From an optimization exercise on the open Yosys and OpenROAD flow, aimed at small area; shortcuts taken in it are not production practice.
The RTL was checked by simulation tests, not by an equivalence proof against the original design.
Power is estimated from default activity; no workload was simulated.

## config.mk

```make
export PLATFORM = sky130hd
export DESIGN_NAME = stopwatch
export DESIGN_NICKNAME = stopwatch
export VERILOG_FILES = /design/flow/design.v
export SDC_FILE = /design/flow/constraint.sdc
export NUM_CORES = 4
export LEC_CHECK = 0
export ABC_AREA = 1
export CAP_MARGIN = 20
export CORE_MARGIN = 2
export CORE_UTILIZATION = 60
export SLEW_MARGIN = 20
```

## constraint.sdc

```tcl
create_clock -name core_clock -period 20.0 [get_ports {clk}]
set_input_delay 4.0000 -clock core_clock [delete_from_list [all_inputs] [get_ports {clk}]]
set_output_delay 4.0000 -clock core_clock [all_outputs]
set_load 0.01 [all_outputs]
```

## design.v

```verilog
module stopwatch (
    clk,
    KeyA, KeyB, KeyC,
    HEX0, HEX1, HEX2, HEX3, HEX4, HEX5, HEX6, HEX7,
    led_g, led_r1, led_r2
);
    input clk;
    input KeyA;
    input KeyB;
    input KeyC;
    output [6:0] HEX0, HEX1, HEX2, HEX3, HEX4, HEX5, HEX6, HEX7;
    output [2:0] led_g;
    output [8:0] led_r1;
    output [8:0] led_r2;
    wire rstn = KeyC;
    localparam [14:0] ZERO = 15'b000100110011001;
    function [6:0] seg;
        input [3:0] x;
        case (x)
            4'd0: seg = 7'b0000101;
            4'd1: seg = 7'b0000010;
            4'd2: seg = 7'b0011001;
            4'd3: seg = 7'b0011010;
            4'd4: seg = 7'b0100100;
            4'd5: seg = 7'b0000010;
            4'd6: seg = 7'b0110000;
            4'd7: seg = 7'b0010010;
            4'd8: seg = 7'b1000101;
            4'd9: seg = 7'b1000000;
            4'd10: seg = 7'b1111001;
            4'd11: seg = 7'b1111000;
            4'd12: seg = 7'b0100100;
            4'd13: seg = 7'b0000000;
            4'd14: seg = 7'b0110000;
            4'd15: seg = 7'b0010000;
        endcase
    endfunction
    function [3:0] tg;
        input [3:0] x;
        case (x)
            4'd0: tg = 4'b1000;
            4'd1: tg = 4'b1010;
            4'd2: tg = 4'b0101;
            4'd3: tg = 4'b0111;
            4'd4: tg = 4'b1000;
            4'd5: tg = 4'b1010;
            4'd6: tg = 4'b0100;
            4'd7: tg = 4'b0110;
            4'd8: tg = 4'b0011;
            4'd9: tg = 4'b0011;
            4'd10: tg = 4'b0110;
            4'd11: tg = 4'b0110;
            4'd12: tg = 4'b1010;
            4'd13: tg = 4'b0010;
            4'd14: tg = 4'b0110;
            4'd15: tg = 4'b0110;
        endcase
    endfunction
    function [0:0] l9;
        input [3:0] x;
        case (x)
            4'd0: l9 = 1'b0;
            4'd1: l9 = 1'b0;
            4'd2: l9 = 1'b0;
            4'd3: l9 = 1'b0;
            4'd4: l9 = 1'b0;
            4'd5: l9 = 1'b0;
            4'd6: l9 = 1'b0;
            4'd7: l9 = 1'b0;
            4'd8: l9 = 1'b0;
            4'd9: l9 = 1'b0;
            4'd10: l9 = 1'b0;
            4'd11: l9 = 1'b0;
            4'd12: l9 = 1'b0;
            4'd13: l9 = 1'b0;
            4'd14: l9 = 1'b1;
            4'd15: l9 = 1'b1;
        endcase
    endfunction
    function [6:0] seg3;
        input [2:0] x;
        case (x)
            3'd0: seg3 = 7'b1000000;
            3'd1: seg3 = 7'b1111001;
            3'd2: seg3 = 7'b0100100;
            3'd3: seg3 = 7'b0110000;
            3'd4: seg3 = 7'b0011001;
            3'd5: seg3 = 7'b0010010;
            3'd6: seg3 = 7'b0000010;
            3'd7: seg3 = 7'b0010010;
        endcase
    endfunction
    function [2:0] tg3;
        input [2:0] x;
        case (x)
            3'd0: tg3 = 3'b001;
            3'd1: tg3 = 3'b011;
            3'd2: tg3 = 3'b001;
            3'd3: tg3 = 3'b111;
            3'd4: tg3 = 3'b001;
            3'd5: tg3 = 3'b011;
            3'd6: tg3 = 3'b000;
            3'd7: tg3 = 3'b110;
        endcase
    endfunction
    function [0:0] l6;
        input [2:0] x;
        case (x)
            3'd0: l6 = 1'b0;
            3'd1: l6 = 1'b0;
            3'd2: l6 = 1'b0;
            3'd3: l6 = 1'b0;
            3'd4: l6 = 1'b0;
            3'd5: l6 = 1'b0;
            3'd6: l6 = 1'b1;
            3'd7: l6 = 1'b1;
        endcase
    endfunction
    reg [2:0] ph;
    always @(posedge clk or negedge rstn)
        if (!rstn) ph <= 3'd0;
        else ph <= ph + 3'd1;
    wire tick = (ph == 3'd3);
    reg reset, on_off, pause;
    reg [6:0] pa, pb;        
    reg as, al, bs, bl;      
    reg [14:0] P;            
    reg L;                   
    reg Bk;                  
    reg [14:0] D2;           
    reg [6:0] q;             
    reg [3:0] r;
    reg W;                   
    reg [3:0] dc;            
    reg [14:0] ring [0:7];
    reg [14:0] S8;
    reg [14:0] RB;           
    reg wp;                  
    wire c0 = L;
    wire c1 = c0 & l9(P[3:0]);
    wire c2 = c1 & l9(P[7:4]);
    wire c3 = c2 & l9(P[11:8]);
    wire [14:0] cnt = P ^ {{3{c3}} & tg3(P[14:12]), {4{c2}} & tg(P[11:8]),
                           {4{c1}} & tg(P[7:4]), {4{c0}} & tg(P[3:0])};
    wire c6000 = l6(cnt[14:12]);
    wire qz = (q == 7'd0);
    wire rz = (r == 4'd0);
    wire cz = qz & rz;
    wire [3:0] sum = !qz ? 4'd9 : !rz ? r : W ? 4'd9 : 4'd0;
    wire a_dn = !KeyA, b_dn = !KeyB;
    wire a_long_set  = a_dn & (pa == 7'd100);
    wire b_long_set  = b_dn & (pb == 7'd100);
    wire a_short_set = !a_dn & (pa > 7'd1) & (pa < 7'd100);
    wire b_short_set = !b_dn & (pb > 7'd1) & (pb < 7'd100);
    wire r_as = reset & as;
    wire o_as = !reset & on_off & as;
    wire o_al = !reset & on_off & !as & al;
    wire o_bs = !reset & on_off & !as & !al & bs;
    wire pp   = !reset & !on_off & pause;
    wire p_as = pp & as;
    wire p_al = pp & !as & al;
    wire p_bs = pp & !as & !al & bs;
    wire p_bl = pp & !as & !al & !bs & bl;
    reg [3:0] dc_n;
    always @* begin
        dc_n = dc;
        if (reset | o_as | (c6000 & !p_bs & !p_bl))
            dc_n = 4'd0;
        else if (p_bs)
            dc_n = (dc == sum) ? 4'd0 : dc + 4'd1;
        else if (p_bl & !cz)
            dc_n = qz ? 4'd1 : r + 4'd1;
    end
    always @(posedge clk or negedge rstn) begin
        if (!rstn) begin
            reset <= 1'b1; on_off <= 1'b0; pause <= 1'b0;
            pa <= 7'd0; pb <= 7'd0;
            as <= 1'b0; al <= 1'b0; bs <= 1'b0; bl <= 1'b0;
            P <= ZERO; L <= 1'b0; D2 <= ZERO;
            q <= 7'd0; r <= 4'd0; W <= 1'b0; dc <= 4'd0;
        end else if (tick) begin
            if (a_dn) begin
                if (pa != 7'd101) pa <= pa + 7'd1;
            end else
                pa <= 7'd0;
            if (b_dn) begin
                if (pb != 7'd101) pb <= pb + 7'd1;
            end else
                pb <= 7'd0;
            if (r_as | o_as | p_as) as <= 1'b0;
            else if (a_short_set) as <= 1'b1;
            if (o_al | p_al) al <= 1'b0;
            else if (a_long_set) al <= 1'b1;
            if (o_bs | p_bs) bs <= 1'b0;
            else if (b_short_set) bs <= 1'b1;
            if (p_bl) bl <= 1'b0;
            else if (b_long_set) bl <= 1'b1;
            if (r_as) begin reset <= 1'b0; on_off <= 1'b1; end
            if (o_as) begin on_off <= 1'b0; pause <= 1'b1; end
            if (o_al) begin on_off <= 1'b0; reset <= 1'b1; end
            if (p_as) on_off <= 1'b1;
            if (p_al) reset <= 1'b1;
            if (p_as | p_al) pause <= 1'b0;
            else if (c6000) pause <= 1'b1;
            if (on_off) begin
                P <= cnt; L <= !c6000 & !pause;
            end else if (reset) begin
                P <= c6000 ? cnt : ZERO; L <= 1'b0;
            end
            if (reset) begin
                q <= 7'd0; r <= 4'd0; W <= 1'b0;
            end else if (o_bs) begin
                if (q == 7'd113 && r == 4'd6) begin
                    q <= 7'd0; r <= 4'd0; W <= 1'b1;
                end else if (r == 4'd8) begin
                    q <= q + 7'd1; r <= 4'd0;
                end else
                    r <= r + 4'd1;
            end
            dc <= dc_n;
            if (pause)
                D2 <= (dc == 4'd0) ? ZERO : (dc == 4'd9) ? S8 : RB;
            else if (reset)
                D2 <= ZERO;
        end
    end
    wire w9 = rz & !(qz & W);
    wire [2:0] wk = rz ? 3'd7 : r[2:0];
    wire [2:0] rs = ~ph;
    wire wr = wp & !w9 & (wk == rs);
    wire [14:0] fb = wr ? P : ring[7];
    wire [3:0] tgt = tick ? dc_n : dc;
    integer j;
    always @(posedge clk) begin
        ring[0] <= fb;
        for (j = 1; j < 8; j = j + 1) ring[j] <= ring[j-1];
        if (wp & w9) S8 <= P;
        if (tgt[2:0] == rs) RB <= fb;
        if (tick) begin
            wp <= o_bs;
            if (on_off) Bk <= 1'b0;
            else if (reset) Bk <= 1'b1;
        end
    end
    wire [14:0] Pd = Bk ? ZERO : P;
    assign HEX0 = seg(Pd[3:0]);
    assign HEX1 = seg(Pd[7:4]);
    assign HEX2 = seg(Pd[11:8]);
    assign HEX3 = seg3(Pd[14:12]);
    assign HEX4 = seg(D2[3:0]);
    assign HEX5 = seg(D2[7:4]);
    assign HEX6 = seg(D2[11:8]);
    assign HEX7 = seg3(D2[14:12]);
    assign led_g = reset ? 3'b100 : on_off ? 3'b010 : pause ? 3'b001 : 3'b000;
    assign led_r1[0] = !qz | (rz & W);
    genvar k;
    generate
        for (k = 1; k <= 8; k = k + 1) begin : leds
            assign led_r1[9-k] = qz & (r == k);
            assign led_r2[9-k] = (dc == k);
        end
    endgenerate
    assign led_r2[0] = (dc == 4'd9);
endmodule
```

## flow/run.sh

```bash
#!/bin/bash
# The standard layout (standard.sh), with three changes to how it is made:
#  - the buffers buffer_ports puts on every input and output port are buf_1,
#    the smallest buffer cell, in place of the default choice;
#  - clock tree synthesis uses clkbuf_8 buffers driving clusters of at most
#    15 flip-flops within 60 um (flip-flop clock-pin slew stays near 100 ps);
#  - no dummy loads are added to balance the clock tree.
# make's full output goes to flow.log here; each ORFS step logs to orfs/logs/.
set -euo pipefail
CTS="-sink_clustering_enable -repair_clock_nets -sink_clustering_size 15"
CTS="$CTS -sink_clustering_max_diameter 60 -buf_list sky130_fd_sc_hd__clkbuf_8"
CTS="$CTS -dont_use_dummy_load"
bash standard.sh \
    "BUFFER_PORTS_ARGS=-buffer_cell sky130_fd_sc_hd__buf_1" \
    "CTS_ARGS=$CTS" \
    finish > flow.log 2>&1
```

## standard.sh

```bash
#!/bin/bash
# synth_recipe.tcl (not shown) runs the flow's synth.tcl, then flattens the netlist and writes it again
# the make line also repeats each setting of config.mk as NAME=value (left out here)
make -C /OpenROAD-flow-scripts/flow DESIGN_CONFIG=/design/flow/config.mk WORK_HOME=/design/flow/orfs CLKGATE_MAP_FILE= SYNTH_SCRIPT=/design/flow/synth_recipe.tcl "${@:-finish}"
```

==> key figures, run 1 <==
STA
  • Hold WS: 325.6 ps
  • Peak Freq: approximately 160 MHz
  • Max Slew Vio Count: 0
  • Setup-failing EPs final: 0
  • Worst Max-Slew Pin Slew: 965.6 ps
  • Period utilization: 30.33%
  • Setup Skew: 33.36 ps
  • RSZ-0062 raised after global routing: false
  • Final hold vios: 0
  • Max_slew headroom: 35.63%
  • TNS Setup: 0 ps
  • Post-route minimum period: 6067 ps

Setup path
  • Reg2Reg Capture Point: RB[12]
  • Worst Reg-to-Reg Cells: 20
  • Slowest cell on crit path: dfrtp_1
  • Crit path arrival time: 2070 ps
  • Crit-path cells: inv_1 -> ha_1 -> nand2_1 -> nor2_4 -> inv_2 -> nor3_1 -> buf_1
  • CP bufs+invs: 3
  • Startpoint types: flip-flop
  • Reg2reg start: r[0]
  • R2r setup slk: 17,120 ps
  • Slowest cell delay on critical path: 420 ps
  • Delay-heaviest family, CP: simple AND/OR/NAND/NOR gates
  • Worst-path maximum fanout: 14
  • Crit path depth: 7
  • Req. time, crit path: 16,000 ps
  • Critical Path Sink Type: output port
  • WS Path Type: flip-flop to output port

Yosys
  • Synth top area cells: dfxtp_1 29%, dfrtp_1 17%, edfxtp_1 12%, inv_1 5.3%, nor2_1 5.2%
  • Post-synth EDFFs: 32
  • Yosys warning count: 2
  • Post-synth top area cell: dfxtp_1
  • Syn Inst Count: between 800 and 900
  • Synth Register Bits: 223
  • Mapped Area: 8304 um2
  • Async set-or-reset flop fraction in the synthesized netlist: roughly a third
  • Average size of a mapped cell: 9.758 um2
  • Synth Flop Type: dfxtp_1
  • Post-synth top cells: 120 x dfxtp_1, 118 x inv_1, 115 x nor2_1
  • Post-synth top area share: approximately 29%
  • Synth cell types: 48
  • Register area share after synthesis: between 60 and 70%
  • Syn_nets: 874
  • Top-count cell post-synth: dfxtp_1

Placement
  • PortBufs: 80
  • DP HPWL: 12,600 um
  • GPL Wtd Cong: ~0.91
  • DP Cell Count: 1,091

Global route
  • Global-route wire length before repair: 29,390 um
  • Remaining global-route overflow: 0
  • Initial antenna violation count: 0
  • Vias in the first global route: 6,128
  • Busiest grt layer: met2
  • Grt met1 use: 32.56%
  • Met2 usage: 43.50%
  • Total track usage: 24.85%
  • Met3 Usage GRT: 3.605%
  • Largest net degree at the start of global routing: 72

Clock network
  • Clk sink count: 223
  • Post-CTS sizing: 0
  • H-tree Lvls: 1
  • Hold Buf Count CTS: 0
  • Number of post-CTS setup repair buffers: 0
  • CTS root buf: clkbuf_8
  • Num CTS Buffers: 19
  • Worst-skew pair later-pin latency: roughly 500 ps
  • Clock Pin Slew Worst Setup and Hold Paths: 100 ps
  • TritonCTS clock tree: done
  • Max clock buf depth: 3

Power and ir drop
  • Leakage: 0.004001 uW
  • Max rail drop VDD: between 0.04 and 0.05 mV
  • Power Density: 75.48 nW/um2
  • Tot Pwr: 681.9 uW

Drt
  • Routed Antenna Nets: 0
  • Vias: 6,012
  • First-pass DRT Iterations: 5
  • DR iter-0 viols: roughly 480
  • Vias per inst: 5.411
  • Wire per inst: between 15 and 20 um
  • Total Wirelength: 17,830 um
  • DRC viols: 0

Finish
  • Fill count: between 1,000 and 1,500
  • Final std cells w/o fill: around 1,100
  • N_diodes: 0
  • Layout cell share with drive strength beyond 1: 6.203%
  • Nets: 960
  • Area grow syn2layout: 8.799%

Hold path
  • Hold Path End: ring[7][4]
  • Min-delay worst type: flip-flop to flip-flop
  • Worst Hold Depth: 0
  • Hold Startpoint: ring[6][4]

Status
  • Outcome: complete, no violations

Floorplan
  • Die area: 14,800 um2
  • Core Region: 13,400 um2
  • Initial Utilization: 61.97%
  • Die Span X: 121.6 um
  • Row count: 42
  • Die Ht: 121.6 um
  • Io pins: 81

Job
  • # Max-Cap Violations: 0
cells in the final DEF, fill, tap and decap left out, types with 6 or more instances in the layout:
| cell type | Yosys | layout |
|---|---|---|
| nand3_1 | 35 | 35 |
| buf_1 | 1 | 79 |
| o21bai_1 | 9 | 9 |
| a21oi_1 | 49 | 49 |
| edfxtp_1 | 32 | 32 |
| o2bb2ai_1 | 6 | 6 |
| dfxtp_1 | 120 | 120 |
| o21ai_0 | 31 | 31 |
| dfrtp_1 | 58 | 58 |
| nand2_1 | 110 | 110 |
| nor2_1 | 115 | 115 |
| clkbuf_8 | 0 | 19 |
| nand4_1 | 7 | 7 |
| inv_1 | 118 | 118 |
| o22ai_1 | 17 | 17 |
| xor2_1 | 15 | 15 |
| nor3_1 | 27 | 27 |
| dfstp_2 | 13 | 13 |
| ha_1 | 19 | 19 |
through the flow:
step | util [%] | worst slack (ps) | area (um2)
finish | 67.42 | 13930 | 9035
floorplan | - | 14650 | 8304
global route | 67.42 | 13760 | 9035
CTS | 67.34 | 13910 | 9024
detailed placement | 65.39 | 14460 | 8762
global placement | 65.39 | 14530 | 8762
kinds of logic (layout without fill, tap and decap cells):
family / count (synthesis) / in the layout / synth area share (%)
adder cells (fa/ha/maj): 19 / 19 / 2.863
AND/OR/NAND/NOR: 315 / 315 / 16.81
flip-flops: 223 / 223 / 62.09
AO/OA/AOI/OAI: 135 / 135 / 9.704
XOR/XNOR: 16 / 16 / 1.688
buffers and inverters: 143 / 227 / 6.840
worst max path at each step:
| stage | endpoint | start |
|---|---|---|
| floorplan | led_r2[0] | dc[1] |
| global placement | led_r2[0] | dc[1] |
| detailed placement | led_r1[4] | q[0] |
| CTS | led_r1[4] | q[0] |
| global route | led_r1[6] | q[0] |
| finish | led_r1[4] | q[0] |
where the power goes:
group	internal, uW	total [uW]	switching (uW)
registers	456	457	0.791
clock network	85.5	217	132
logic	2.04	8.15	6.11
total	543	682	139
flip-flops by register name, summed over array words and instances (netlist names):
signal and count:
Bk 1, D2 15, L 1, P 15, RB 15, S8 15, W 1, al 1
as 1, bl 1, bs 1, dc 4, on_off 1, pa 7, pause 1, pb 7
ph 3, q 7, r 4, reset 1, ring 120, wp 1
per-layer routing:
layer  routed length, um  vias to the layer above
met4                 301                        0
met3                 930                       25
met5                   0                        -
li1                    -                     2926
met2                8738                      175
met1                7862                     2886
worst register-to-register path: stages, from the launching register on:
cell and delay, ps:
dfrtp_1 470, inv_1 120, ha_1 270, nand2_1 160, inv_1 100, nor2_1 150, nand2_1 80, nand2_1 70
nand2_1 50, nor2_1 90, nand2_1 130, nand2_1 80, nand2_1 40, nand2_1 90, nand2_1 80, nand2_1 60
nand2_1 50, inv_1 40, nand2_1 70, nor2_1 90, buf_4 250
cell type report:
class	count	area [um2]	area share, %
tap	176	220.2	2.437
clock buffer	19	261.5	2.894
timing repair buffer	86	346.6	3.836
multi-input combinational	485	2592	28.69
inverter	122	457.9	5.069
sequential	223	5156	57.07
==> run 2, diff against run 1 <==
==> flow/run.sh (replaced) <==
#!/bin/bash
# The standard layout (standard.sh) with these changes to how it is made:
#  - after the standard synthesis, the combinational logic between the
#    flip-flops is re-mapped for area by ABC (flow/reopt.tcl, flow/area.abc);
#    the flip-flops, their names and cell types are those of the standard
#    synthesis;
#  - the buffers buffer_ports puts on every port are buf_1 cells;
#  - clock tree synthesis uses clkbuf_8 buffers driving clusters of at most
#    15 flip-flops within 60 um, with no dummy loads.
# Each tool's output goes to a log of its own here: synth.log, reopt.log,
# layout.log (and ORFS's per-step logs under orfs/logs/).
set -euo pipefail
HERE=$(pwd)
RES=$HERE/orfs/results/$FLOW_PLATFORM/stopwatch/base
bash standard.sh synth > synth.log 2>&1
cp $RES/1_2_yosys.v $HERE/standard_synth.v
LIB=$FLOW_HOME/platforms/sky130hd/lib/sky130_fd_sc_hd__tt_025C_1v80.lib \
IN_V=$HERE/standard_synth.v OUT_V=$HERE/reopt.v TOP=$FLOW_TOP \
DU=$HERE/flow/dont_use.txt CONSTR=$HERE/flow/abc.constr \
ABC_SCRIPT=$HERE/flow/area.abc \
    yosys -c $HERE/flow/reopt.tcl > reopt.log 2>&1
cp $HERE/reopt.v $RES/1_2_yosys.v
rm -f $RES/1_synth.odb $RES/1_synth.sdc
CTS="-sink_clustering_enable -repair_clock_nets -sink_clustering_size 15"
CTS="$CTS -sink_clustering_max_diameter 60 -buf_list sky130_fd_sc_hd__clkbuf_8"
CTS="$CTS -dont_use_dummy_load"
bash standard.sh \
    "BUFFER_PORTS_ARGS=-buffer_cell sky130_fd_sc_hd__buf_1" \
    "CTS_ARGS=$CTS" \
    finish > layout.log 2>&1
==> flow/abc.constr (new file) <==
set_driving_cell sky130_fd_sc_hd__buf_1
set_load 5
==> flow/area.abc (new file) <==
strash
&get -n
&deepsyn -I 4 -J 200
&put
dch -f
amap
topo
==> flow/dont_use.txt (new file) <==
-dont_use sky130_fd_sc_hd__probe_p_8 -dont_use sky130_fd_sc_hd__probec_p_8 -dont_use sky130_fd_sc_hd__lpflow_bleeder_1 -dont_use sky130_fd_sc_hd__lpflow_clkbufkapwr_1 -dont_use sky130_fd_sc_hd__lpflow_clkbufkapwr_16 -dont_use sky130_fd_sc_hd__lpflow_clkbufkapwr_2 -dont_use sky130_fd_sc_hd__lpflow_clkbufkapwr_4 -dont_use sky130_fd_sc_hd__lpflow_clkbufkapwr_8 -dont_use sky130_fd_sc_hd__lpflow_clkinvkapwr_1 -dont_use sky130_fd_sc_hd__lpflow_clkinvkapwr_16 -dont_use sky130_fd_sc_hd__lpflow_clkinvkapwr_2 -dont_use sky130_fd_sc_hd__lpflow_clkinvkapwr_4 -dont_use sky130_fd_sc_hd__lpflow_clkinvkapwr_8 -dont_use sky130_fd_sc_hd__lpflow_decapkapwr_12 -dont_use sky130_fd_sc_hd__lpflow_decapkapwr_3 -dont_use sky130_fd_sc_hd__lpflow_decapkapwr_4 -dont_use sky130_fd_sc_hd__lpflow_decapkapwr_6 -dont_use sky130_fd_sc_hd__lpflow_decapkapwr_8 -dont_use sky130_fd_sc_hd__lpflow_inputiso0n_1 -dont_use sky130_fd_sc_hd__lpflow_inputiso0p_1 -dont_use sky130_fd_sc_hd__lpflow_inputiso1n_1 -dont_use sky130_fd_sc_hd__lpflow_inputiso1p_1 -dont_use sky130_fd_sc_hd__lpflow_inputisolatch_1 -dont_use sky130_fd_sc_hd__lpflow_isobufsrc_1 -dont_use sky130_fd_sc_hd__lpflow_isobufsrc_16 -dont_use sky130_fd_sc_hd__lpflow_isobufsrc_2 -dont_use sky130_fd_sc_hd__lpflow_isobufsrc_4 -dont_use sky130_fd_sc_hd__lpflow_isobufsrc_8 -dont_use sky130_fd_sc_hd__lpflow_isobufsrckapwr_16 -dont_use sky130_fd_sc_hd__lpflow_lsbuf_lh_hl_isowell_tap_1 -dont_use sky130_fd_sc_hd__lpflow_lsbuf_lh_hl_isowell_tap_2 -dont_use sky130_fd_sc_hd__lpflow_lsbuf_lh_hl_isowell_tap_4 -dont_use sky130_fd_sc_hd__lpflow_lsbuf_lh_isowell_4 -dont_use sky130_fd_sc_hd__lpflow_lsbuf_lh_isowell_tap_1 -dont_use sky130_fd_sc_hd__lpflow_lsbuf_lh_isowell_tap_2 -dont_use sky130_fd_sc_hd__lpflow_lsbuf_lh_isowell_tap_4 
==> flow/reopt.tcl (new file) <==
# Re-maps the combinational logic of the standard synthesis netlist for area.
# The flip-flops (instances of the library's sequential cells) are kept as
# they are, with their names; only the logic between them is re-mapped.
set lib $::env(LIB)
yosys read_liberty -ignore_miss_func $lib
yosys read_verilog $::env(IN_V)
yosys hierarchy -top $::env(TOP)
yosys setattr -mod -set keep_hierarchy 1 sky130_fd_sc_hd__*df*
yosys flatten
yosys opt_clean
set du [string trim [read [open $::env(DU)]]]
yosys abc -script $::env(ABC_SCRIPT) -liberty $lib {*}$du -constr $::env(CONSTR) -D 20000
yosys opt_clean -purge
yosys hilomap -singleton -hicell sky130_fd_sc_hd__conb_1 HI -locell sky130_fd_sc_hd__conb_1 LO
yosys splitnets
yosys opt_clean -purge
yosys select $::env(TOP)
yosys write_verilog -selected -noattr -nohex -nodec $::env(OUT_V)
yosys select -clear
yosys tee -o $::env(OUT_V).stat stat -liberty $lib
==> key figures, run 2 <==
Clock network
  • Number of post-CTS setup repair buffers: 0
  • Post-CTS sizing: 0
  • Clock Pin Slew Worst Setup and Hold Paths: about 90 ps
  • Hold Buf Count CTS: 0
  • TritonCTS clock tree: done
  • Worst-skew pair later-pin latency: 500 ps
  • Max clock buf depth: 3
  • Num CTS Buffers: 18
  • CTS root buf: clkbuf_8
  • H-tree Lvls: 1
  • Clk sink count: 223

Floorplan
  • Io pins: 81
  • Initial Utilization: roughly three fifths
  • Die Ht: 115.4 um
  • Core Region: 12,060 um2
  • Row count: 40
  • Die Span X: 115.4 um
  • Die area: 13,310 um2

Placement
  • PortBufs: 80
  • DP HPWL: around 10,000 um
  • Pre-CTS setup slack: ~14,000 ps
  • GPL Wtd Cong: 0.9438

Global route
  • Remaining global-route overflow: 0
  • Initial antenna violation count: 0
  • Global-route wire length before repair: 24,910 um
  • Largest net degree at the start of global routing: 72
  • Vias in the first global route: 5,174
  • Total track usage: 23.29%

STA
  • TNS Setup: 0 ps
  • Peak Freq: 149.8 MHz
  • Max_slew headroom: 37.55%
  • RSZ-0062 raised after global routing: false
  • Final hold vios: 0
  • Setup Skew: approximately 60 ps
  • Setup-failing EPs final: 0
  • Setup ws final: 13,320 ps
  • Post-route minimum period: 6677 ps
  • Max Slew Vio Count: 0
  • Worst Max-Slew Pin Slew: 936.8 ps
  • Period utilization: 33.39%

Power and ir drop
  • Int Pwr: 539.9 uW
  • Flop pwr share: 68.2%
  • Comb power frac: 1.1%
  • Leakage: 0.003295 uW
  • Clock share of power: 30.7%
  • Max rail drop VDD: 0.08060 mV
  • P_sw: 132.4 uW
  • Switching Share: 19.69%
  • Tot Pwr: slightly below 700 uW
  • Power Density: a little over 80 nW/um2

Hold path
  • Min-delay worst type: flip-flop to flip-flop
  • Worst Hold Depth: 0
  • Hold Startpoint: ring[4][7]

Finish
  • Util after Layout: between 60 and 70%
  • Area grow syn2layout: 11.24%
  • Biggest register: ring
  • Leading cell type in the layout, fill and taps excluded: nor2_1
  • Largest register FFs: 120
  • N_diodes: 0
  • Most frequent cells in the layout: 156 x nor2_1, 120 x dfxtp_1, 97 x clkinv_1
  • Nets: 828
  • Layout cell share with drive strength beyond 1: 5.231%

Drt
  • DRC viols: 0
  • Vias: around 5,300
  • DR iter-0 viols: 445
  • Routed Antenna Nets: 0
  • Total Wirelength: 14,870 um
  • Vias per inst: 5.353
  • First-pass DRT Iterations: 5
  • Wire per inst: 15.02 um

Setup path
  • Worst Reg-to-Reg Cells: 17
  • Slowest cell on crit path: nor3_1
  • Slowest cell delay on critical path: 650 ps
  • Req. time, crit path: about 16,000 ps
  • Crit path from: q[2]
  • Worst-path maximum fanout: 5
  • Critical Path Sink Type: output port
  • Startpoint types: flip-flop
  • Reg2reg start: q[2]
  • WS Path Type: flip-flop to output port
  • Crit-path most repeated cell: clkinv_1
  • Crit path arrival time: 2680 ps
  • Crit-path cells: or3_1 -> nor3_1 -> clkinv_1 -> nor2_1 -> clkinv_1 -> buf_1

Yosys
  • Syn_nets: 720
  • Syn Inst Count: 716
  • Yosys warning count: 2
  • Average size of a mapped cell: between 10 and 15 um2
  • Mapped Area: 7445 um2

Status
  • Outcome: complete, no violations

Job
  • # Max-Cap Violations: 0
run 2: metal layers:
layer | vias up | routed length [um] | share of wire, % | global-route usage (%)
li1 | 2624 | - | - | -
met1 | 2506 | 6667 | 45 | 31.97
met2 | 141 | 7168 | 48 | 39.03
met3 | 28 | 759 | 5.1 | 3.690
met4 | 0 | 277 | 1.9 | 6.185
met5 | - | 0 | 0 | 0
run 2: power groups by stage:
stage	Clock (uW)	Combinational, uW	Sequential, uW
6_report	206	7.46	459
5_1_grt	229	8.78	459
3_3_place_gp	0	7.39	468
4_1_cts	212	7.76	459
2_1_floorplan	0	3.54	468
3_5_place_dp	0	7.77	469
run 2: layout make-up:
cell class | count | area, um2
flip-flops and latches | 223 | 5156
well taps | 168 | 210.2
fillers | 953 | 3780
repair buffers | 88 | 361.6
multi-input cells | 396 | 1942
clock buffers | 18 | 247.7
inverters | 97 | 364.1
run 2: final timing paths:
| check | end | slack (ps) |
|---|---|---|
| min | ring[5][7] | 300 |
| min in group asynchronous | D2[2] | 3700 |
| min reg2reg | ring[5][7] | 300 |
| max | led_r1[0] | 13320 |
| max in group asynchronous | P[9] | 15620 |
| max reg2reg | RB[9] | 15730 |
run 2: worst max-delay path, delay by kind of cell (launching register included):
| kind | cells | cell delay, ps |
|---|---|---|
| buffers and inverters | 3 | 530 |
| and+or+nand+nor | 3 | 1270 |
| DFF | 1 | 410 |
run 2: through the flow:
| stage | area, um2 | hold WS (ps) | instances |
|---|---|---|---|
| global route | 8282 | 303.8 | 990 |
| CTS | 8282 | 297.9 | 990 |
| finish | 8282 | 296.6 | 990 |
| detailed placement | 8034 | 312.1 | 972 |
| global placement | 8034 | 310.1 | 972 |
| floorplan | 7445 | 309.6 | 716 |
==> run 3, diff against run 2 <==
--- a/design.v
+++ b/design.v
@@ -14,24 +14,24 @@
     output [8:0] led_r2;
     wire rstn = KeyC;
-    localparam [14:0] ZERO = 15'b000100110011001;
+    localparam [14:0] ZERO = 15'b000000000000000;
     function [6:0] seg;
         input [3:0] x;
         case (x)
-            4'd0: seg = 7'b0000101;
-            4'd1: seg = 7'b0000010;
-            4'd2: seg = 7'b0011001;
-            4'd3: seg = 7'b0011010;
-            4'd4: seg = 7'b0100100;
-            4'd5: seg = 7'b0000010;
-            4'd6: seg = 7'b0110000;
-            4'd7: seg = 7'b0010010;
-            4'd8: seg = 7'b1000101;
-            4'd9: seg = 7'b1000000;
-            4'd10: seg = 7'b1111001;
-            4'd11: seg = 7'b1111000;
-            4'd12: seg = 7'b0100100;
-            4'd13: seg = 7'b0000000;
-            4'd14: seg = 7'b0110000;
-            4'd15: seg = 7'b0010000;
+            4'd0: seg = 7'b1000000;
+            4'd1: seg = 7'b1000101;
+            4'd2: seg = 7'b0000000;
+            4'd3: seg = 7'b0100100;
+            4'd4: seg = 7'b1111000;
+            4'd5: seg = 7'b1111001;
+            4'd6: seg = 7'b0010000;
+            4'd7: seg = 7'b0110000;
+            4'd8: seg = 7'b0000010;
+            4'd9: seg = 7'b0000101;
+            4'd10: seg = 7'b0000010;
+            4'd11: seg = 7'b0100100;
+            4'd12: seg = 7'b0011010;
+            4'd13: seg = 7'b0011001;
+            4'd14: seg = 7'b0010010;
+            4'd15: seg = 7'b0110000;
         endcase
     endfunction
@@ -39,20 +39,20 @@
         input [3:0] x;
         case (x)
-            4'd0: tg = 4'b1000;
-            4'd1: tg = 4'b1010;
-            4'd2: tg = 4'b0101;
-            4'd3: tg = 4'b0111;
-            4'd4: tg = 4'b1000;
-            4'd5: tg = 4'b1010;
-            4'd6: tg = 4'b0100;
+            4'd0: tg = 4'b0101;
+            4'd1: tg = 4'b1101;
+            4'd2: tg = 4'b0100;
+            4'd3: tg = 4'b1100;
+            4'd4: tg = 4'b0110;
+            4'd5: tg = 4'b0110;
+            4'd6: tg = 4'b0110;
             4'd7: tg = 4'b0110;
-            4'd8: tg = 4'b0011;
-            4'd9: tg = 4'b0011;
-            4'd10: tg = 4'b0110;
-            4'd11: tg = 4'b0110;
-            4'd12: tg = 4'b1010;
-            4'd13: tg = 4'b0010;
+            4'd8: tg = 4'b1100;
+            4'd9: tg = 4'b1000;
+            4'd10: tg = 4'b0100;
+            4'd11: tg = 4'b1000;
+            4'd12: tg = 4'b0111;
+            4'd13: tg = 4'b0011;
             4'd14: tg = 4'b0110;
-            4'd15: tg = 4'b0110;
+            4'd15: tg = 4'b0010;
         endcase
     endfunction
@@ -66,6 +66,6 @@
             4'd4: l9 = 1'b0;
             4'd5: l9 = 1'b0;
-            4'd6: l9 = 1'b0;
-            4'd7: l9 = 1'b0;
+            4'd6: l9 = 1'b1;
+            4'd7: l9 = 1'b1;
             4'd8: l9 = 1'b0;
             4'd9: l9 = 1'b0;
@@ -74,6 +74,6 @@
             4'd12: l9 = 1'b0;
             4'd13: l9 = 1'b0;
-            4'd14: l9 = 1'b1;
-            4'd15: l9 = 1'b1;
+            4'd14: l9 = 1'b0;
+            4'd15: l9 = 1'b0;
         endcase
     endfunction
@@ -130,6 +130,5 @@
     reg [14:0] D2;           
     reg [6:0] q;             
-    reg [3:0] r;
-    reg W;                   
+    reg [3:0] r;             
     reg [3:0] dc;            
     reg [14:0] ring [0:7];
@@ -146,6 +145,7 @@
     wire qz = (q == 7'd0);
     wire rz = (r == 4'd0);
-    wire cz = qz & rz;
-    wire [3:0] sum = !qz ? 4'd9 : !rz ? r : W ? 4'd9 : 4'd0;
+    wire r9 = (r == 4'd9);
+    wire cz = qz & (rz | r9);
+    wire [3:0] sum = qz ? r : 4'd9;
     wire a_dn = !KeyA, b_dn = !KeyB;
     wire a_long_set  = a_dn & (pa == 7'd100);
@@ -178,5 +178,5 @@
             as <= 1'b0; al <= 1'b0; bs <= 1'b0; bl <= 1'b0;
             P <= ZERO; L <= 1'b0; D2 <= ZERO;
-            q <= 7'd0; r <= 4'd0; W <= 1'b0; dc <= 4'd0;
+            q <= 7'd0; r <= 4'd0; dc <= 4'd0;
         end else if (tick) begin
             if (a_dn) begin
@@ -209,11 +209,13 @@
             end
             if (reset) begin
-                q <= 7'd0; r <= 4'd0; W <= 1'b0;
+                q <= 7'd0; r <= 4'd0;
             end else if (o_bs) begin
-                if (q == 7'd113 && r == 4'd6) begin
-                    q <= 7'd0; r <= 4'd0; W <= 1'b1;
+                if (q == 7'd25 && r == 4'd6) begin
+                    q <= 7'd0; r <= 4'd9;
                 end else if (r == 4'd8) begin
-                    q <= q + 7'd1; r <= 4'd0;
-                end else
+                    q <= {q[5:0], q[6] ~^ q[5]}; r <= 4'd0;
+                end else if (r9)
+                    r <= 4'd1;
+                else
                     r <= r + 4'd1;
             end
@@ -225,6 +227,6 @@
         end
     end
-    wire w9 = rz & !(qz & W);
-    wire [2:0] wk = rz ? 3'd7 : r[2:0];
+    wire w9 = rz;
+    wire [2:0] wk = r9 ? 3'd7 : r[2:0];
     wire [2:0] rs = ~ph;
     wire wr = wp & !w9 & (wk == rs);
@@ -253,5 +255,5 @@
     assign HEX7 = seg3(D2[14:12]);
     assign led_g = reset ? 3'b100 : on_off ? 3'b010 : pause ? 3'b001 : 3'b000;
-    assign led_r1[0] = !qz | (rz & W);
+    assign led_r1[0] = !qz | r9;
     genvar k;
     generate
==> key figures, run 3 <==
Status
  • Outcome: complete, no violations

Setup path
  • Crit-path most repeated cell: clkinv_1
  • Worst-path maximum fanout: 6
  • Startpoint types: flip-flop
  • WS Path Type: flip-flop to output port
  • Req. time, crit path: around 16,000 ps
  • Crit-path cells: clkinv_1 -> nor3_1 -> clkinv_1 -> o21ai_0 -> nor2_1 -> buf_1
  • Crit path arrival time: 2270 ps
  • Slowest cell delay on critical path: between 400 and 500 ps
  • Slowest cell on crit path: nor3_1
  • CP bufs+invs: 3
  • Delay-heaviest family, CP: simple AND/OR/NAND/NOR gates
  • Critical Path Sink Type: output port

Drt
  • Vias: 5,255
  • Wire per inst: 15.61 um
  • Routed Antenna Nets: 0
  • DRC viols: 0
  • First-pass DRT Iterations: 5
  • Vias per inst: between 5 and 6
  • Total Wirelength: approximately 15,000 um
  • DR iter-0 viols: 344

STA
  • Max_slew headroom: 39.53%
  • Setup ws final: approximately 14,000 ps
  • Period utilization: 31.36%
  • RSZ-0062 raised after global routing: false
  • Final hold vios: 0
  • Worst Max-Slew Pin Slew: 907.0 ps
  • Setup Skew: 31.98 ps
  • Setup-failing EPs final: 0
  • Peak Freq: 159.4 MHz
  • Post-route minimum period: 6272 ps
  • Max Slew Vio Count: 0
  • TNS Setup: 0 ps

Yosys
  • Syn Inst Count: around 700
  • Mapped Area: 7377 um2
  • Average size of a mapped cell: ~11 um2
  • Yosys warning count: 2
  • Syn_nets: 699

Clock network
  • Post-CTS sizing: 0
  • TritonCTS clock tree: done
  • Worst-skew pair later-pin latency: 490 ps
  • Number of post-CTS setup repair buffers: 0
  • Clk sink count: approximately 220
  • Num CTS Buffers: 18
  • Clock Pin Slew Worst Setup and Hold Paths: 90 ps
  • H-tree Lvls: 1
  • Hold Buf Count CTS: 0
  • Max clock buf depth: 3
  • CTS root buf: clkbuf_8

Floorplan
  • Die area: 13,200 um2
  • Io pins: 81
  • Die Ht: 114.9 um
  • Initial Utilization: 61.42%
  • Die Span X: 114.9 um
  • Core Region: approximately 12,000 um2
  • Row count: 40

Power and ir drop
  • Leakage: 0.003261 uW
  • Max rail drop VDD: between 0.08 and 0.09 mV
  • Power Density: 81.83 nW/um2

Global route
  • Global-route wire length before repair: 24,090 um
  • Remaining global-route overflow: 0
  • Total track usage: 22.86%
  • Largest net degree at the start of global routing: 71
  • Vias in the first global route: 4,956
  • Initial antenna violation count: 0

Finish
  • Layout cell share with drive strength beyond 1: roughly 3.5%
  • Final std cells w/o fill: 945
  • Area occupied by multi-input gates: 1903 um2
  • Leading cell type in the layout, fill and taps excluded: nor2_1
  • N_diodes: 0
  • Largest register FFs: 120
  • Area grow syn2layout: 10.69%
  • Most frequent cells in the layout: 132 x nor2_1, 120 x dfxtp_1, 100 x clkinv_1
  • Biggest register: ring
  • Fill count: between 900 and 1,000
  • FF/Latch Area: slightly above 5000 um2
  • Nets: 804

Placement
  • DP Cell Count: 927
  • PortBufs: 80
  • DP HPWL: 10,310 um
  • Pre-CTS setup slack: 14,300 ps
  • GPL Wtd Cong: approximately 0.94

Hold path
  • Min-delay worst type: flip-flop to flip-flop

Job
  • # Max-Cap Violations: 0
run 3: cell count changes in the layout (fill, tap and decap cells not counted), moves of 5 or more:
cell and change:
a211oi_1 +6, dfstp_2 -12, nand3_1 +11, o21ai_0 -6, nand2_1 -5, o22ai_1 +5, dfrtp_1 +11, nor3_1 -10
nor2_1 -24
run 3: metal layers:
layer | global-route usage [%] | wire [um] | vias up
li1 | - | - | 2570
met1 | 33.82 | 6917 | 2483
met2 | 36.31 | 6811 | 182
met3 | 3.479 | 830 | 20
met4 | 5.060 | 189 | 0
met5 | 0 | 0 | -
run 3: where the power goes:
part	total (uW)	leakage [uW]	switching, uW	internal [uW]
logic	6.21	0.000902	4.51	1.70
clock network	207	0.000129	126	81.0
registers	455	0.00223	1.11	454
run 3: metrics by stage:
stage               cell area, um2  total power [uW]  utilization (%)  hold slack [ps]
detailed placement            7918             471.8            65.92            312.1
global placement              7918             471.5            65.92            310.2
CTS                           8165             674.5            67.98            330.8
global route                  8165             689.6            67.98            333.1
finish                        8165             668.2            67.98            331.1
floorplan                     7377             467.7                -            309.6
run 3: area by class of cell:
class / instances / area share, %
Timing Repair Buffer: 85 / 4.153
Tap cell: 147 / 2.253
Clock buffer: 18 / 3.034
Multi-Input combinational cell: 373 / 23.31
Inverter: 100 / 4.597
Sequential cell: 222 / 62.66
run 3: worst register-to-register path: cells and delay by family, from the launching register on:
family / cells / cell delay (ps)
flip-flops: 1 / 420
AND/OR/NAND/NOR: 8 / 1580
AO/OA/AOI/OAI: 4 / 690
buffers and inverters: 4 / 890
run 3: final timing paths:
kind | cells after the start | start | end | slack [ps]
setup / recovery | 6 | r[3] | led_r1[1] | 13730
hold / removal | 0 | ring[0][0] | ring[1][0] | 330
setup reg to reg | 16 | ph[0] | RB[11] | 16080
hold reg to reg | 0 | ring[0][0] | ring[1][0] | 330
max in group asynchronous | 2 | KeyC | D2[10] | 15680
min in group asynchronous | 2 | KeyC | q[2] | 3720
==> run 4, diff against run 3 <==
==> flow/area.abc (replaced) <==
strash
&get -n
&deepsyn -I 4 -J 200
&put
dch -f
amap -F 10 -A 30
topo
==> key figures, run 4 <==
Status
  • Outcome: complete, no violations

Floorplan
  • Core Region: around 12,000 um2
  • Die Span X: ~110 um
  • Die area: 13,050 um2
  • Initial Utilization: 61.21%
  • Row count: 40
  • Die Ht: 114.2 um
  • Io pins: 81

STA
  • Post-route minimum period: 6514 ps
  • Max_slew headroom: roughly 39%
  • RSZ-0062 raised after global routing: false
  • Final hold vios: 0
  • Setup-failing EPs final: 0
  • Worst Max-Slew Pin Slew: a little over 900 ps
  • Peak Freq: 153.5 MHz
  • Max Slew Vio Count: 0
  • TNS Setup: 0 ps
  • Setup Skew: 52.64 ps
  • Period utilization: 32.57%

Yosys
  • Mapped Area: 7291 um2
  • Syn_nets: 661
  • Syn Inst Count: 657
  • Yosys warning count: 2
  • Average size of a mapped cell: 11.10 um2

Finish
  • Layout cell share with drive strength beyond 1: 3.816%
  • Nets: approximately 770
  • Design area: 8094 um2
  • Util after Layout: 67.95%
  • Largest register FFs: 120
  • Area grow syn2layout: 11.02%
  • Most frequent cells in the layout: 120 x dfxtp_1, 104 x nor2_1, 85 x clkinv_1
  • Leading cell type in the layout, fill and taps excluded: dfxtp_1
  • Fill count: 932
  • Biggest register: ring
  • N_diodes: 0

Drt
  • Routed Antenna Nets: 0
  • First-pass DRT Iterations: 5
  • Wire per inst: 16.64 um
  • Vias: between 5,000 and 6,000
  • DR iter-0 viols: a little over 500
  • Vias per inst: 5.636
  • DRC viols: 0
  • Total Wirelength: ~15,000 um

Clock network
  • CTS root buf: clkbuf_8
  • Post-CTS sizing: 0
  • Clock Pin Slew Worst Setup and Hold Paths: roughly 90 ps
  • Number of post-CTS setup repair buffers: 0
  • Hold Buf Count CTS: 0
  • Max clock buf depth: 3
  • Worst-skew pair later-pin latency: 520 ps
  • H-tree Lvls: 1
  • Num CTS Buffers: 19
  • Clk sink count: 222
  • TritonCTS clock tree: done

Setup path
  • Reg2reg start: P[2]
  • Worst-path maximum fanout: 16
  • Slowest cell on crit path: edfxtp_1
  • Reg2Reg Capture Point: RB[5]
  • Crit-path cells: clkinv_1 -> o21ai_0 -> nor2_1 -> nor3_1 -> buf_1
  • Delay-heaviest family, CP: flip-flops
  • Slowest cell delay on critical path: 730 ps
  • Crit path depth: 5
  • WS Path Type: flip-flop to output port
  • Crit path from: Bk
  • Req. time, crit path: 16,000 ps
  • CP bufs+invs: 2
  • Crit path arrival time: 2510 ps
  • Critical Path Sink Type: output port
  • Worst setup endpoint: HEX3[0]
  • Worst Reg-to-Reg Cells: 12
  • Startpoint types: flip-flop
  • R2r setup slk: ~16,000 ps

Global route
  • Initial antenna violation count: 0
  • Remaining global-route overflow: 0
  • Global-route wire length before repair: approximately 25,000 um
  • Total track usage: around a quarter
  • Largest net degree at the start of global routing: 71
  • Vias in the first global route: 5,040

Power and ir drop
  • Tot Pwr: 674.9 uW
  • Max rail drop VDD: 0.06537 mV
  • Leakage: 0.003179 uW
  • Power Density: 83.39 nW/um2

Placement
  • DP HPWL: 10,130 um
  • GPL Wtd Cong: 0.8848
  • Placed cell area: 7833 um2
  • PortBufs: 80

Job
  • # Max-Cap Violations: 0

Hold path
  • Min-delay worst type: flip-flop to flip-flop
[run 4: routing by layer]
layer	wire length (um)	GRT usage (%)
met3	837	3.759
met5	0	0
met2	6926	36.19
met4	257	7.642
met1	7074	36.00
[run 4: worst min path at each step]
stage	from	end	slack [ps]	cells past startpoint
floorplan	ring[0][0]	ring[1][0]	310	0
CTS	ring[5][5]	ring[6][5]	300	0
finish	ring[5][5]	ring[6][5]	290	0
detailed placement	ring[0][1]	ring[1][1]	310	0
global placement	ring[1][1]	ring[2][1]	310	0
global route	ring[5][5]	ring[6][5]	300	0
[run 4: cell type report]
class / count / area, um2 / area share [%]
inverters: 85 / 319.1 / 3.942
repair buffers: 84 / 331.6 / 4.096
flip-flops and latches: 222 / 5116 / 63.21
multi-input cells: 350 / 1882 / 23.25
clock buffers: 19 / 261.5 / 3.231
well taps: 147 / 183.9 / 2.272
[run 4: power by group]
| group | total (uW) | internal [uW] | leakage (uW) | switching, uW |
|---|---|---|---|---|
| clock network | 215 | 85.3 | 0.000137 | 130 |
| registers | 455 | 454 | 0.00222 | 1.02 |
| logic | 4.94 | 1.13 | 0.000823 | 3.81 |
[run 4: stage by stage]
step | setup WS (ps) | hold WS, ps | instances
2_1_floorplan | 14400 | 309.6 | 657
3_3_place_gp | 14180 | 310.5 | 888
3_5_place_dp | 14060 | 312.1 | 888
4_1_cts | 13480 | 299.3 | 907
5_1_grt | 13300 | 303.7 | 907
6_report | 13490 | 294.5 | 907
==> run 5, diff against run 4 <==
--- a/flow/run.sh
+++ b/flow/run.sh
@@ -6,6 +6,6 @@
 #    synthesis;
 #  - the buffers buffer_ports puts on every port are buf_1 cells;
-#  - clock tree synthesis uses clkbuf_8 buffers driving clusters of at most
-#    15 flip-flops within 60 um, with no dummy loads.
+#  - clock tree synthesis uses clkbuf_4 buffers driving clusters of at most
+#    10 flip-flops within 40 um, with no dummy loads.
 # Each tool's output goes to a log of its own here: synth.log, reopt.log,
 # layout.log (and ORFS's per-step logs under orfs/logs/).
@@ -22,6 +22,6 @@
 cp $HERE/reopt.v $RES/1_2_yosys.v
 rm -f $RES/1_synth.odb $RES/1_synth.sdc
-CTS="-sink_clustering_enable -repair_clock_nets -sink_clustering_size 15"
-CTS="$CTS -sink_clustering_max_diameter 60 -buf_list sky130_fd_sc_hd__clkbuf_8"
+CTS="-sink_clustering_enable -repair_clock_nets -sink_clustering_size 10"
+CTS="$CTS -sink_clustering_max_diameter 40 -buf_list sky130_fd_sc_hd__clkbuf_4"
 CTS="$CTS -dont_use_dummy_load"
 bash standard.sh \
==> key figures, run 5 <==
Clock network
  • Clk sink count: approximately 220
  • Num CTS Buffers: 27
  • Worst-skew pair later-pin latency: 610 ps
  • Hold Buf Count CTS: 0
  • Clock Pin Slew Worst Setup and Hold Paths: 110 ps
  • Max clock buf depth: 3
  • TritonCTS clock tree: done
  • H-tree Lvls: 1
  • Number of post-CTS setup repair buffers: 0
  • Post-CTS sizing: 0
  • CTS root buf: clkbuf_4

Setup path
  • Worst-path maximum fanout: 16
  • Reg2reg start: P[2]
  • R2r setup slk: 15,980 ps
  • WS Path Type: flip-flop to output port
  • Reg2Reg Capture Point: RB[9]
  • Critical Path Sink Type: output port
  • Req. time, crit path: 16,000 ps
  • Startpoint types: flip-flop
  • Crit path from: Bk
  • Worst Reg-to-Reg Cells: 12
  • Crit path arrival time: 2570 ps

Power and ir drop
  • Flop pwr share: a little over two thirds
  • Switching Share: 20.32%
  • P_sw: 131.8 uW
  • Leakage: around 0.0032 uW
  • Tot Pwr: approximately 650 uW
  • Clock share of power: between 20 and 30%
  • Power Density: 80.74 nW/um2
  • Comb power frac: 0.8%
  • Max rail drop VDD: 0.06291 mV
  • Int Pwr: 516.9 uW

Global route
  • Global-route wire length before repair: 24,830 um
  • Initial antenna violation count: 0
  • Remaining global-route overflow: 0
  • Total track usage: 23.80%
  • Vias in the first global route: 5,057
  • Largest net degree at the start of global routing: 71

STA
  • Max Slew Vio Count: 0
  • Setup-failing EPs final: 0
  • Post-route minimum period: 6565 ps
  • Max_slew headroom: 38.10%
  • TNS Setup: 0 ps
  • Period utilization: 32.83%
  • Final hold vios: 0
  • Peak Freq: 152.3 MHz
  • Setup Skew: 42.56 ps
  • RSZ-0062 raised after global routing: false
  • Worst Max-Slew Pin Slew: around 930 ps

Floorplan
  • Die Ht: approximately 110 um
  • Io pins: 81
  • Core Region: between 10,000 and 15,000 um2
  • Die area: 13,050 um2
  • Initial Utilization: roughly three fifths
  • Row count: 40
  • Die Span X: 114.2 um

Yosys
  • Yosys warning count: 2
  • Average size of a mapped cell: 11.10 um2
  • Syn_nets: 661
  • Mapped Area: 7291 um2
  • Syn Inst Count: 657

Finish
  • Fill count: 949
  • Largest register FFs: 120
  • Leading cell type in the layout, fill and taps excluded: dfxtp_1
  • Area grow syn2layout: 10.21%
  • Nets: 774
  • Util after Layout: 67.46%
  • Most frequent cells in the layout: 120 x dfxtp_1, 104 x nor2_1, 85 x clkinv_1
  • N_diodes: 0
  • Biggest register: ring
  • Layout cell share with drive strength beyond 1: slightly below 5%

Hold path
  • Min-delay worst type: flip-flop to flip-flop
  • Hold Startpoint: ring[1][9]
  • Worst Hold Depth: 0
  • Hold Path End: ring[2][9]

Placement
  • PortBufs: 80
  • GPL Wtd Cong: 0.8848
  • DP HPWL: 10,130 um

Drt
  • Routed Antenna Nets: 0
  • DR iter-0 viols: 375
  • First-pass DRT Iterations: 5
  • Vias: roughly 5,200
  • Wire per inst: 16.37 um
  • Vias per inst: 5.634
  • DRC viols: 0
  • Total Wirelength: 14,980 um

Job
  • # Max-Cap Violations: 0

Status
  • Outcome: complete, no violations
-- run 5: final cells by class --
class                           instances  area [um2]  share of cell area (%)
Sequential cell                       222        5116                   63.67
Multi-Input combinational cell        350        1882                   23.42
Timing Repair Buffer                   84       331.6                   4.126
Inverter                               85       319.1                   3.971
Clock buffer                           27       202.7                   2.523
Tap cell                              147       183.9                   2.289
-- run 5: routing by layer --
layer / global-route usage (%) / up-vias / part of all wire, %
met3: 4.235 / 19 / 5.9
met2: 36.27 / 167 / 45
met4: 6.667 / 0 / 1.6
li1: - / 2543 / -
met1: 35.58 / 2426 / 47
met5: 0 / - / 0
-- run 5: worst max path at each step --
| stage | end | slack, ps | depth (start not counted) |
|---|---|---|---|
| 4_1_cts | HEX3[0] | 13410 | 5 |
| 3_3_place_gp | HEX3[3] | 14180 | 5 |
| 6_report | HEX3[0] | 13430 | 5 |
| 3_5_place_dp | HEX3[0] | 14060 | 5 |
| 5_1_grt | HEX3[0] | 13230 | 5 |
| 2_1_floorplan | HEX3[0] | 14400 | 4 |
-- run 5: stage by stage --
| stage | hold slack (ps) | area [um2] | std cells | setup slack [ps] |
|---|---|---|---|---|
| global route | 294.0 | 8035 | 915 | 13230 |
| detailed placement | 312.1 | 7833 | 888 | 14060 |
| global placement | 310.5 | 7824 | 888 | 14180 |
| finish | 320.4 | 8035 | 915 | 13430 |
| CTS | 322.5 | 8035 | 915 | 13410 |
| floorplan | 309.6 | 7291 | 657 | 14400 |
-- run 5: power by group through the flow --
stage | Clock, uW | Combinational, uW | Sequential (uW)
6_report | 189 | 4.95 | 455
5_1_grt | 215 | 5.96 | 455
4_1_cts | 196 | 5.28 | 455
3_5_place_dp | 0 | 5.24 | 465
3_3_place_gp | 0 | 5.11 | 465
2_1_floorplan | 0 | 1.60 | 464
-- run 5: worst max-delay path, stage by stage (launching register included) --
cell	delay (ps)
edfxtp_1	720
clkinv_1	390
o21ai_0	240
nor2_1	90
nor3_1	350
buf_1	200

afterwards: timing with drivers on the ports:
The flow's constraints put no driver on any port. The routed layouts listed below were extracted and timed again, unchanged, in two steps.
Step 1, drivers: a clkbuf_16 drives clk and a buf_2 each remaining input, both assumed.
Step 2, shift: input delay + t, output delay - t, t = (earliest + latest rising clock arrival at the registers) / 2. This alone moves slack from input paths to output paths.
a / b / c = ideal / step 1 / step 2; a / b = the first two.
run | t, ns | slack for setup (ns) | cell pins on the clock port's net
run 1 | 0.524 | 13.933 / 13.895 / 14.419 | 1
run 2 | 0.506 | 13.323 / 13.288 / 13.795 | 1
run 3 | 0.511 | 13.728 / 13.691 / 14.202 | 1
run 4 | 0.524 | 13.486 / 13.448 / 13.972 | 1
run 5 | 0.619 | 13.435 / 13.404 / 14.023 | 1
After both steps setup and hold are still met in every run listed.
